From an optimization exercise on the open Yosys and OpenROAD flow, aimed at small area and a short achievable clock period; shortcuts taken in it are not production practice. At most, simulation tests tie the RTL to the original design; equivalence was not proved. The RTL of run 2 was laid out without a check of its function. Power figures rest on the tool's default switching activity, not on a simulated workload.

[flow/design.v]
module fc2_column (
    input clk,
    input rst_n,
    input out_valid,
    input logic signed [7:0] weight,
    input  logic signed [10:0] in_data,
    input  logic signed [7:0] bias,
    input logic [8:0] in_count,
    output logic signed [24:0] sum
);
logic signed[17:0] mul_reg, mul;
logic signed[24:0] sum_n;
logic signed [15:0] bias_extended;
logic signed [10:0] in_data_reg;
logic signed [7:0] weight_reg;
logic signed [7:0] bias_reg;
logic signed [23:0] sum_first, sum_first_n;
assign bias_extended = {bias_reg, 8'b0} ;
always_comb begin
    mul = in_data_reg * weight_reg;
    sum_n = sum;
    if(in_count < 257)begin
        if(in_count == 5 && sum_first)begin
            sum_n = sum_first + mul_reg;
        end else begin
            sum_n = sum + mul_reg;
        end
    end else if(in_count == 257)begin
        sum_n = sum + bias_extended; 
    end else if(in_count == 258)begin
        sum_n = sum>>>8;
        if(sum[7])begin
            if(sum[6:0] || sum[8])begin
                sum_n = (sum>>>8) + 1;
            end
        end
    end else if(in_count == 259)begin
        sum_n = sum;
    end else begin
        sum_n = 0;
    end
end
always_comb begin
    sum_first_n = 0;
    if(in_count >= 257)begin
        sum_first_n = sum_first + mul_reg;
    end
end
always_ff @(posedge clk or negedge rst_n)begin
    if(!rst_n)begin
        mul_reg <= 0;
        sum <= 0;
        in_data_reg <= 0;
        weight_reg <= 0;
        bias_reg <= 0;
        sum_first <= 0;
    end else begin
        mul_reg <= mul;
        sum <= sum_n;
        in_data_reg <= in_data;
        weight_reg <= weight;
        bias_reg <= bias;
        sum_first <= sum_first_n;
    end
end
endmodule
module fc2 (
    input clk,
    input rst_n,
    input logic [511:0] weight ,
    input  logic [10:0] in_data,
    input in_valid,
    output logic out_valid,
    output logic [15:0] sum
);
logic signed [15:0] sum_temp [0:63], sum_temp_n[0:63];
logic signed [24:0] sum_wire [0:63];
logic signed [15:0] sum_n;
logic out_valid_n;
logic [8:0] in_count, in_count_n;    
logic [8:0] count[0:63], count_n[0:63];  
logic [7:0] out_count, out_count_n;  
localparam logic [511:0] BIAS_FLAT = {
    8'h24, 8'h0E, 8'h01, 8'h02, 8'h1F, 8'h12, 8'hFE, 8'hEF,
    8'h1A, 8'hE5, 8'h08, 8'h19, 8'h3E, 8'hD0, 8'h25, 8'h07,
    8'h12, 8'hF0, 8'hBC, 8'hF6, 8'hFF, 8'h06, 8'hF7, 8'hFD,
    8'h0E, 8'h01, 8'hD4, 8'hE7, 8'hF4, 8'hE0, 8'hD1, 8'h3E,
    8'h09, 8'h20, 8'hC6, 8'hFA, 8'hFD, 8'h17, 8'hF4, 8'hF0,
    8'h12, 8'h17, 8'hF3, 8'h12, 8'h01, 8'h12, 8'h01, 8'h19,
    8'h23, 8'hB9, 8'hFB, 8'h12, 8'hD8, 8'hB2, 8'h19, 8'hE9,
    8'hE9, 8'h16, 8'h11, 8'hC5, 8'h1C, 8'h01, 8'h26, 8'hD8
};
typedef enum logic [1:0] {
    IDLE,
    INPUT,
    OUTPUT
} state_t;
state_t state, state_n;
genvar i;
generate
    for (i = 0; i < 64; i = i + 1) begin          
        fc2_column fc (
            .clk(clk),
            .rst_n (rst_n),
            .weight (weight[(8*i)+7:8*i]),
            .in_data (in_data),
            .out_valid (out_valid),
            .bias(BIAS_FLAT[(63-i)*8 +: 8]),
            .in_count(count[i]),
            .sum (sum_wire[i])
        );    
    end
endgenerate
always_comb begin
    if(in_count==260 )begin
        for (int k=0;k<=63;k=k+1) begin
            sum_temp_n[k]=sum_wire[k];
        end
    end else begin
        for (int k=0;k<63;k=k+1) begin
            sum_temp_n[k]=sum_temp[k+1];
        end
        sum_temp_n[63] = 25'b0;
    end
end
always_comb begin
    case (state)
        IDLE:  state_n = (in_valid)?        INPUT : state;
        INPUT: state_n = (in_count == 260)?  OUTPUT : state;
        OUTPUT: state_n = (out_count == 64)? INPUT : state;
        default: state_n = IDLE;
    endcase
end
always_comb begin
    in_count_n = in_count;
    for (int j=0;j<64;j=j+1) begin
        count_n[j]=count[j];
    end
    out_count_n = out_count;
    out_valid_n = out_valid; 
    sum_n = 0;
    case (state)
        IDLE: begin
            in_count_n = 0;
            out_count_n = 0;
            out_valid_n = 0;
            sum_n = 0;
            for (int j=0;j<64;j=j+1) begin
                count_n[j]=0;
            end
        end
        INPUT: begin
            if (in_count == 260) begin
                out_valid_n = 0;
                in_count_n = 5;
                for (int j=0;j<64;j=j+1) begin
                    count_n[j]=5;
                end
            end else begin
                in_count_n = in_count + 1;
                for (int j=0;j<64;j=j+1) begin
                    count_n[j]=count[j]+1;
                end
            end
        end
        OUTPUT: begin
            in_count_n = in_count + 1;
            out_valid_n = 1'b1;
            out_count_n = out_count + 1;
            sum_n = sum_temp[0];
            for (int j=0;j<64;j=j+1) begin
                count_n[j]=count[j] + 1;
            end
            if (out_count == 64) begin
                out_count_n = 0;
                out_valid_n = 0;
            end 
        end
    endcase
end
always_ff @(posedge clk or negedge rst_n) begin
    if (!rst_n) begin
        state <= IDLE;
        in_count <= 0;
        for (int j=0;j<64;j=j+1) begin
            count[j]<=0;
        end
        out_count <= 0;
        out_valid <= 1'b0; 
        sum<=0;
        for (int j=0;j<64;j=j+1) begin
            sum_temp[j]<=0;
        end
    end else begin
        state <= state_n;
        in_count <= in_count_n;
        for (int j=0;j<64;j=j+1) begin
            count[j]<=count_n[j];
        end
        out_count <= out_count_n;
        out_valid <= out_valid_n;
        sum <= sum_n;
        for (int j=0;j<64;j=j+1) begin
            sum_temp[j] <= sum_temp_n[j];
        end
    end
end
endmodule
[flow/run.sh]
#!/bin/bash
# synth_recipe.tcl (not shown) runs the flow's synth.tcl, then flattens the netlist and writes it again
# the make line also repeats each setting of config.mk as NAME=value (left out here)
make -C /OpenROAD-flow-scripts/flow DESIGN_CONFIG=/design/flow/config.mk WORK_HOME=/design/flow/orfs CLKGATE_MAP_FILE= SYNTH_SCRIPT=/design/flow/synth_recipe.tcl finish
[flow/config.mk]
export PLATFORM = sky130hd
export DESIGN_NAME = fc2
export DESIGN_NICKNAME = fc2
export VERILOG_FILES = /design/flow/design.v
export SDC_FILE = /design/flow/constraint.sdc
export NUM_CORES = 8
export LEC_CHECK = 0
export CAP_MARGIN = 20
export CORE_MARGIN = 2
export CORE_UTILIZATION = 45
export SLEW_MARGIN = 20
[flow/constraint.sdc]
create_clock -name core_clock -period 8.0 [get_ports {clk}]
set_input_delay 1.6000 -clock core_clock [delete_from_list [all_inputs] [get_ports {clk}]]
set_output_delay 1.6000 -clock core_clock [all_outputs]
set_load 0.01 [all_outputs]
==> flow_metrics.py, run 1 <==
metrics = {
    "sta": {
        "rsz0062_at_grt": "false",
        "fin_skew_ps": 138,
        "slew_viol_final": 0,
        "fmax_ghz": 0.155,
        "finalHoldViolCount": 0,
        "finalCriticalPeriod_ps": 6450,
        "tightestPinTransition_ps": 1410,
        "finalSetupViolCount": 0,
        "slew_headroom_pct": 5.37,
        "fin_crit_sh_pct": 80.7,
        "fin_tns_setup_ps": 0,
    },
    "clock_network": {
        "clock-sinks": 6448,
        "clock_path_buffers": 5,
        "cts_tree": "yes",
        "cts_buffers": 808,
        "cts_resized": 0,
        "clk_latency_ps": 1290,
        "ctsHoldBuffers": 0,
        "cts-root-buf": "clkbuf_16",
        "htreeDepth": 6,
        "cts_setup_buffers": 0,
        "path_clk_slew_ps": 60,
    },
    "logic_synthesis": {
        "synth_seq_cells": 6448,
        "synth_nets": 82100,
        "async_flop_share_pct": 100,
        "synth_warnings": 11,
        "post-synth-top-area-cell": "dfrtp_1",
        "synth_ff_type": "dfrtp_1",
        "synth.area.top_cells": "dfrtp_1 26%, fa_1 15%, ha_1 12%",
        "synth_area_um2": 630000,
        "syn_area_per_cell_um2": 8.87,
        "yosysMostFrequentCell": "nand2_1",
        "synth_top_area_share_pct": 25.6,
        "ys_top_cells_by_count": "7,624 x nand2_1, 7,552 x inv_1, 6,448 x dfrtp_1",
        "synthCells": 71000,
        "synth_cell_types": 113,
        "synth-edff-count": 0,
        "seq_area_frac_synth_pct": 25.6,
    },
    "finish": {
        "largest_reg_flops": 1600,
        "drive_gt1_share_pct": 5.88,
        "finalNonFillerCells": 90200,
        "multi_input_area_um2": 430000,
        "area_growth_pct": 8.95,
        "fill_cells": 133000,
        "fin_nets": 81300,
        "ff_latch_area_um2": 161000,
    },
    "floorplanning": {
        "start_util_pct": 45.1,
        "die_x_um": 1190,
        "rows": 434,
        "dieArea_um2": 1410000,
        "ios": 543,
        "core_um2": 1400000,
        "die_h_um": 1190,
    },
    "outcome": {
        "status": "timing/DRC/antenna clean",
    },
    "critical_path": {
        "crit_chain": "buf_12 -> buf_12 -> buf_4 -> nand2_1 -> fa_1 -> inv_1 -> ha_1 -> inv_1 -> fa_1 -> fa_1 -> inv_1 -> ha_1 -> a21oi_1 -> o21bai_1 -> a21oi_1 -> o21bai_1 -> a21oi_1 -> o21ai_0 -> or4_1 -> a41o_1 -> a21oi_1 -> xnor2_1",
        "crit_slowest_cell": "dfrtp_4",
        "cp-end-kind": "flop",
        "crit_arrival_ps": 7550,
        "critical_path_class": "reg -> reg",
        "worst-path-max-fanout": 46,
        "required_ps": 9100,
        "startpoint_type": "flop",
        "critPathMostFrequentCell": "a21oi_1",
        "slowest_delay_ps": 1010,
    },
    "global_routing": {
        "grt_pass1_vias": 494000,
        "grt_pass1_wl_um": 2900000,
        "grt-ovfl-total": 0,
        "grt_util_all_layers_pct": 25.7,
        "grt_max_degree": 165,
        "antenna_found_initial": 179,
    },
    "drt": {
        "first_pass_iters": 9,
        "drc": 0,
        "routed_wl_um": 1840000,
        "via_per_inst": 5.50,
        "drt_iter0_markers": 34700,
        "num_vias": 496000,
        "ant_nets": 0,
        "avgRoutedWirePerCell_um": 20.4,
    },
    "place": {
        "place_inst": 88000,
        "gp_congestion": 0.915,
        "dp_hpwl_um": 1410000,
        "io_buffers": 542,
    },
    "worst_hold_path": {
        "hold_class": "reg -> reg",
    },
    "pwr": {
        "p_leak_nw": 328,
        "p_per_area_nw_per_um2": 358,
        "peakVddDrop_uv": 256,
    },
    "run": {
        "maxCapViolations": 0,
    },
}
==> power breakdown <==
group	internal, mW	switching, mW	leakage, nW
clock network	24.1	16.3	14.1
registers	41.8	15.3	82.5
logic	68.3	79.6	231
total	134	111	328
==> final timing paths <==
check	start	to	slack, ps	depth (start not counted)
worst max register to register	genblk1[51].fc.in_data_reg[4]$_DFF_PN0_	genblk1[25].fc.mul_reg[17]$_DFF_PN0_	1550	22
worst min-delay path	sum_temp[43][13]$_DFF_PN0_	sum_temp[42][13]$_DFF_PN0_	390	2
max in group asynchronous	rst_n	genblk1[37].fc.sum_first[23]$_DFF_PN0_	5310	4
worst min register to register	sum_temp[43][13]$_DFF_PN0_	sum_temp[42][13]$_DFF_PN0_	390	2
worst max-delay path	genblk1[51].fc.in_data_reg[4]$_DFF_PN0_	genblk1[25].fc.mul_reg[17]$_DFF_PN0_	1550	22
min in group asynchronous	rst_n	genblk1[27].fc.sum_first[20]$_DFF_PN0_	450	1
==> per-layer routing <==
layer	wire length (um)	global-route usage, %	vias up
met1	812000	34.7	244000
met4	80700	10.1	20
li1	-	-	238000
met5	147	0	-
met2	864000	42.6	11300
met3	86000	2.71	2569
==> kinds of logic after synthesis <==
group | synth area share [%]
other cells | 0.000595
fa+ha+maj | 26.4
buf+inv | 6.17
mux | 3.24
flops | 25.6
xor+xnor | 7.75
simple gates | 17.8
compound gates | 13.0
==> area by class of cell <==
cell class                 instances  area share (%)
sequential                      6448            23.5
clock buffer                    1077            3.34
clock inverter                   422           0.895
multi-input combinational      54200            62.7
timing repair buffer            1176            1.74
tap                            18500            3.38
inverter                        7609            4.16
antenna                          658           0.240
==> worst max-delay path, delay by kind of cell, from the launching register on <==
kind	cells	cell delay (ps)
flops	1	1010
xor+xnor	1	140
buf+inv	6	910
simple gates	2	520
compound gates	8	1440
fa+ha+maj	5	2080
==> placed cells by master (no fill, tap or decap), types with 317 or more instances in the layout <==
cell / synthesis / final
a211oi_1: 334 / 334
a21o_1: 1271 / 1271
a21oi_1: 3539 / 3535
a22oi_1: 326 / 326
a31oi_1: 445 / 422
and2_1: 3712 / 3709
and3_1: 567 / 567
buf_4: 2 / 494
clkbuf_16: 0 / 815
clkdlybuf4s50_1: 0 / 541
dfrtp_1: 6448 / 6436
diode_2: 0 / 658
fa_1: 4636 / 4636
ha_1: 5890 / 5889
inv_1: 7552 / 7551
mux2_2: 1619 / 1619
nand2_1: 7624 / 7620
nand2b_1: 678 / 677
nand3_1: 1170 / 1170
nand4_1: 614 / 614
nor2_1: 5472 / 5471
nor2b_1: 747 / 747
nor3_1: 1209 / 1206
nor4_1: 550 / 550
o21a_1: 543 / 543
o21ai_0: 3091 / 3090
o21bai_1: 365 / 365
o22ai_1: 317 / 317
or3_1: 366 / 366
xnor2_1: 3109 / 3109
xor2_1: 2466 / 2466
==> stage by stage <==
step | area, um2 | hold slack, ps | utilization (%) | total power, mW | worst slack, ps
2_1_floorplan | 630000 | 421 | - | 169 | 787
3_3_place_gp | 656000 | 425 | 47.0 | 203 | 1680
3_5_place_dp | 656000 | 428 | 47.0 | 204 | 1640
4_1_cts | 685000 | 334 | 49.0 | 246 | 1540
5_1_grt | 686000 | 369 | 49.1 | 269 | 1230
6_report | 686000 | 390 | 49.2 | 245 | 1550
==> run 2, diff against run 1 <==
==> flow/design.v (replaced) <==
module fc2_column #(
    parameter logic [7:0] BIAS = 8'h00
) (
    input  logic              clk,
    input  logic [7:0]        weight,
    input  logic signed [10:0] x,
    input  logic              first,
    output logic [15:0]       res
);
    localparam logic [23:0] INIT = {{8{BIAS[7]}}, BIAS, 8'h80};
    logic signed [7:0] w_r;
    logic [17:0] p_r;
    logic [23:0] acc;
    logic signed [18:0] prod;
    assign prod = x * w_r;
    always_ff @(posedge clk) begin
        w_r <= weight;
        p_r <= {~prod[17], prod[16:0]};
        acc <= (first ? INIT : acc) + {6'd0, p_r};
    end
    assign res = {acc[23:9], acc[8] & (|acc[7:0])};
endmodule
module fc2 (
    input clk,
    input rst_n,
    input logic [511:0] weight ,
    input  logic [10:0] in_data,
    input in_valid,
    output logic out_valid,
    output logic [15:0] sum
);
localparam logic [511:0] BIAS_FLAT = {
    8'h24, 8'h0E, 8'h01, 8'h02, 8'h1F, 8'h12, 8'hFE, 8'hEF,
    8'h1A, 8'hE5, 8'h08, 8'h19, 8'h3E, 8'hD0, 8'h25, 8'h07,
    8'h12, 8'hF0, 8'hBC, 8'hF6, 8'hFF, 8'h06, 8'hF7, 8'hFD,
    8'h0E, 8'h01, 8'hD4, 8'hE7, 8'hF4, 8'hE0, 8'hD1, 8'h3E,
    8'h09, 8'h20, 8'hC6, 8'hFA, 8'hFD, 8'h17, 8'hF4, 8'hF0,
    8'h12, 8'h17, 8'hF3, 8'h12, 8'h01, 8'h12, 8'h01, 8'h19,
    8'h23, 8'hB9, 8'hFB, 8'h12, 8'hD8, 8'hB2, 8'h19, 8'hE9,
    8'hE9, 8'h16, 8'h11, 8'hC5, 8'h1C, 8'h01, 8'h26, 8'hD8
};
logic       run, primed;
logic [7:0] ph;
logic       load;
always_ff @(posedge clk or negedge rst_n) begin
    if (!rst_n) begin
        run <= 1'b0;
        ph <= 8'd0;
        primed <= 1'b0;
        out_valid <= 1'b0;
    end else begin
        if (in_valid) run <= 1'b1;
        if (run) ph <= ph + 8'd1;
        if (run && ph == 8'd255) primed <= 1'b1;
        out_valid <= primed && (ph >= 8'd5) && (ph <= 8'd68);
    end
end
assign load = (ph == 8'd1);
logic signed [10:0] x_r;
always_ff @(posedge clk) x_r <= in_data;
logic [15:0] res [0:63];
genvar i;
generate
    for (i = 0; i < 64; i = i + 1) begin : col
        fc2_column #(.BIAS(BIAS_FLAT[(63-i)*8 +: 8])) fc (
            .clk(clk),
            .weight(weight[8*i +: 8]),
            .x(x_r),
            .first(load),
            .res(res[i])
        );
    end
endgenerate
logic [15:0] sr [0:67];
always_ff @(posedge clk) begin
    for (int k = 0; k < 4; k = k + 1) sr[k] <= sr[k+1];
    for (int k = 4; k < 67; k = k + 1) sr[k] <= load ? res[k-4] : sr[k+1];
    sr[67] <= load ? res[63] : 16'd0;
end
assign sum = sr[0];
endmodule
==> run 2 against run 1 <==
Net effect: global-route usage is 3.2 points lower; clock skew is 72 ps lower; largest power group unchanged; first-iteration DRC count is 62% lower; still clean; maximum frequency is 8.4% higher; highest routed layer unchanged; combinational power is 32% lower; non-clock buffer count is 371 lower.
==> flow_metrics.py, run 2 <==
metrics = {
    "place": {
        "dp_hpwl_um": 708000,
        "io_buffers": 542,
        "gp_congestion": 0.867,
    },
    "logic_synthesis": {
        "synth-edff-count": 0,
        "synth_top_area_share_pct": 25.0,
        "yosysMostFrequentCell": "inv_1",
        "seq_area_frac_synth_pct": 23.7,
        "synth.area.top_cells": "fa_1 25%, dfxtp_1 24%, ha_1 11%",
        "synth_area_um2": 364000,
        "ys_top_cells_by_count": "6,539 x inv_1, 5,245 x nand2_1, 4,544 x fa_1",
        "post-synth-top-area-cell": "fa_1",
        "syn_area_per_cell_um2": 8.97,
        "synth_cell_types": 96,
        "synthCells": 40600,
        "async_flop_share_pct": 0.255,
        "synth_ff_type": "dfxtp_1",
        "synth_warnings": 49,
        "synth_nets": 48900,
        "synth_seq_cells": 4310,
    },
    "drt": {
        "routed_wl_um": 915000,
        "ant_nets": 0,
        "via_per_inst": 5.03,
        "avgRoutedWirePerCell_um": 17.7,
        "drt_iter0_markers": 13300,
        "drc": 0,
        "num_vias": 260000,
        "first_pass_iters": 6,
    },
    "sta": {
        "finalSetupViolCount": 0,
        "whs_ps": 318,
        "slew_viol_final": 0,
        "fin_crit_sh_pct": 74.4,
        "fmax_ghz": 0.168,
        "fin_tns_setup_ps": 0,
        "finalCriticalPeriod_ps": 5950,
        "rsz0062_at_grt": "false",
        "tightestPinTransition_ps": 1090,
        "fin_skew_ps": 65.5,
        "slew_headroom_pct": 27.6,
        "finalHoldViolCount": 0,
    },
    "outcome": {
        "status": "timing/DRC/antenna clean",
    },
    "critical_path": {
        "rrSetupSlack_ps": 2050,
        "cp-end-kind": "flop",
        "crit_arrival_ps": 6940,
        "worst-r2r-cell-count": 20,
        "r2r_end": "col[35].fc.p_r[16]$_DFF_P_",
        "r2r-start": "x_r[3]$_DFF_P_",
        "critical_path_class": "reg -> reg",
        "required_ps": 8990,
        "worst-path-max-fanout": 42,
        "startpoint_type": "flop",
    },
    "finish": {
        "mostFrequentLayoutCell": "inv_1",
        "fill_cells": 76100,
        "final_cell_mix": "6,539 x inv_1, 5,245 x nand2_1, 4,544 x fa_1, 4,321 x and2_1, 4,288 x dfxtp_1",
        "largest_reg_flops": 1536,
        "regMostFlops": "col.fc.acc",
        "fin_nets": 48800,
        "drive_gt1_share_pct": 3.45,
        "area_growth_pct": 9.75,
    },
    "clock_network": {
        "clk_latency_ps": 1110,
        "cts_resized": 0,
        "ctsHoldBuffers": 0,
        "htreeDepth": 6,
        "cts_tree": "yes",
        "cts-root-buf": "clkbuf_16",
        "clock-sinks": 4310,
        "cts_buffers": 535,
        "path_clk_slew_ps": 70,
        "clock_path_buffers": 4,
        "cts_setup_buffers": 0,
    },
    "floorplanning": {
        "start_util_pct": 45.1,
        "die_h_um": 904,
        "dieArea_um2": 816000,
        "ios": 543,
        "die_x_um": 904,
        "rows": 330,
        "core_um2": 807000,
    },
    "worst_hold_path": {
        "hold_class": "reg -> reg",
        "min-delay-start": "sr[3][8]$_DFF_P_",
        "hold_end": "sr[2][8]$_DFF_P_",
        "hold_depth": 0,
    },
    "global_routing": {
        "grt_max_degree": 206,
        "grt_pass1_vias": 273000,
        "grt_util_all_layers_pct": 22.5,
        "grt_pass1_wl_um": 1480000,
        "antenna_found_initial": 90,
        "grt-ovfl-total": 0,
    },
    "run": {
        "maxCapViolations": 0,
    },
    "pwr": {
        "peakVddDrop_uv": 291,
        "p_per_area_nw_per_um2": 413,
        "p_total_mw": 165,
        "p_leak_nw": 192,
    },
}
## run 2: per-stage QoR
stage / std cells / util (%) / worst slack (ps) / cell area [um2]
CTS: 51700 / 49.5 / 2030 / 399000
global route: 51800 / 49.5 / 1610 / 400000
finish: 51800 / 49.5 / 2050 / 400000
floorplan: 40600 / - / 2470 / 364000
global placement: 50700 / 47.1 / 2010 / 380000
detailed placement: 50700 / 47.2 / 2080 / 380000
## run 2: logic make-up (layout without fill, tap and decap cells)
family / after synthesis / count (layout) / share of synthesized area (%)
other cells: 0 / 134 / 0
mux: 19 / 19 / 0.0526
simple gates: 13900 / 13900 / 18.8
fa+ha+maj: 7811 / 7811 / 36.2
compound gates: 4244 / 4244 / 7.54
xor+xnor: 2202 / 2202 / 5.30
buf+inv: 8101 / 8369 / 8.38
flops: 4310 / 4310 / 23.7
## run 2: worst max-delay path, cell delays in order, from the launching register on
cell and delay [ps]:
dfxtp_4 1000, buf_12 380, buf_4 300, nand2_1 110, fa_1 430, inv_1 70
fa_1 400, inv_1 90, fa_1 410, fa_1 500, inv_1 40, ha_1 300
nor2b_1 140, o21ai_0 200, a21boi_0 170, o21a_1 200, o21ai_0 260, nand2b_1 130
a41oi_1 290, a21oi_1 120, xor2_1 240
## run 2: power by group
part           internal (mW)  total [mW]  switching [mW]
logic                   45.8         101            55.6
registers               32.6        38.1            5.53
clock network           15.1        25.7            10.6
## run 2: worst max-delay path by stage
| stage | slack [ps] | from | end | cells after the start |
|---|---|---|---|---|
| floorplan | 2470 | x_r[10]$_DFF_P_ | col[22].fc.p_r[17]$_DFF_P_ | 21 |
| global placement | 2010 | x_r[6]$_DFF_P_ | col[39].fc.p_r[17]$_DFF_P_ | 19 |
| detailed placement | 2080 | x_r[3]$_DFF_P_ | col[35].fc.p_r[16]$_DFF_P_ | 20 |
| CTS | 2030 | x_r[3]$_DFF_P_ | col[35].fc.p_r[16]$_DFF_P_ | 20 |
| global route | 1610 | x_r[3]$_DFF_P_ | col[35].fc.p_r[16]$_DFF_P_ | 20 |
| finish | 2050 | x_r[3]$_DFF_P_ | col[35].fc.p_r[16]$_DFF_P_ | 20 |
## run 2: layout make-up
class | count | area (um2) | area share (%)
Clock buffer | 707 | 15100 | 3.77
Inverter | 6592 | 24700 | 6.19
Multi-Input combinational cell | 28200 | 247000 | 61.9
Antenna cell | 134 | 335 | 0.0839
Clock inverter | 265 | 3760 | 0.941
Tap cell | 10800 | 13500 | 3.38
Timing Repair Buffer | 805 | 8540 | 2.14
Sequential cell | 4310 | 86400 | 21.6
## run 2: layer usage
layer  global-route usage, %  wire [um]  vias to the layer above
li1                        -          -                   126000
met1                    30.7     418000                   129000
met2                    37.7     429000                     4819
met3                    2.61      40200                     1146
met4                    6.66      27500                       16
met5                       0        110                        -

==> separate check: timing with driven ports <==
The flow's constraints put no driver on any port. The routed layouts listed below were extracted and timed again, unchanged, in two steps.
Step 1 sets driving cells, clkbuf_16 on the clock port and buf_2 on the other inputs (assumed; they add their load-dependent delay and slew).
Step 2 moves the port delays by t, midway between the first and last clock arrival at a register: inputs arrive t later, outputs are due t later. That takes back most of the time a late clock gives input paths.
a / b / c = ideal / step 1 / step 2; a / b = the first two.
run | shift t [ns] | setup slack, ns | worst setup path after step 2 | slew at the worst register clock pin (ns) | worst slew at a driven data input, ns
run 1 | 1.404 | 1.546 / 1.546 / 1.546 | register to register | 0.08 / 0.08 | 0.64
run 2 | 1.220 | 2.047 / 2.047 / 2.047 | register to register | 0.07 / 0.07 | 0.24
After both steps setup and hold are still met in every run listed.
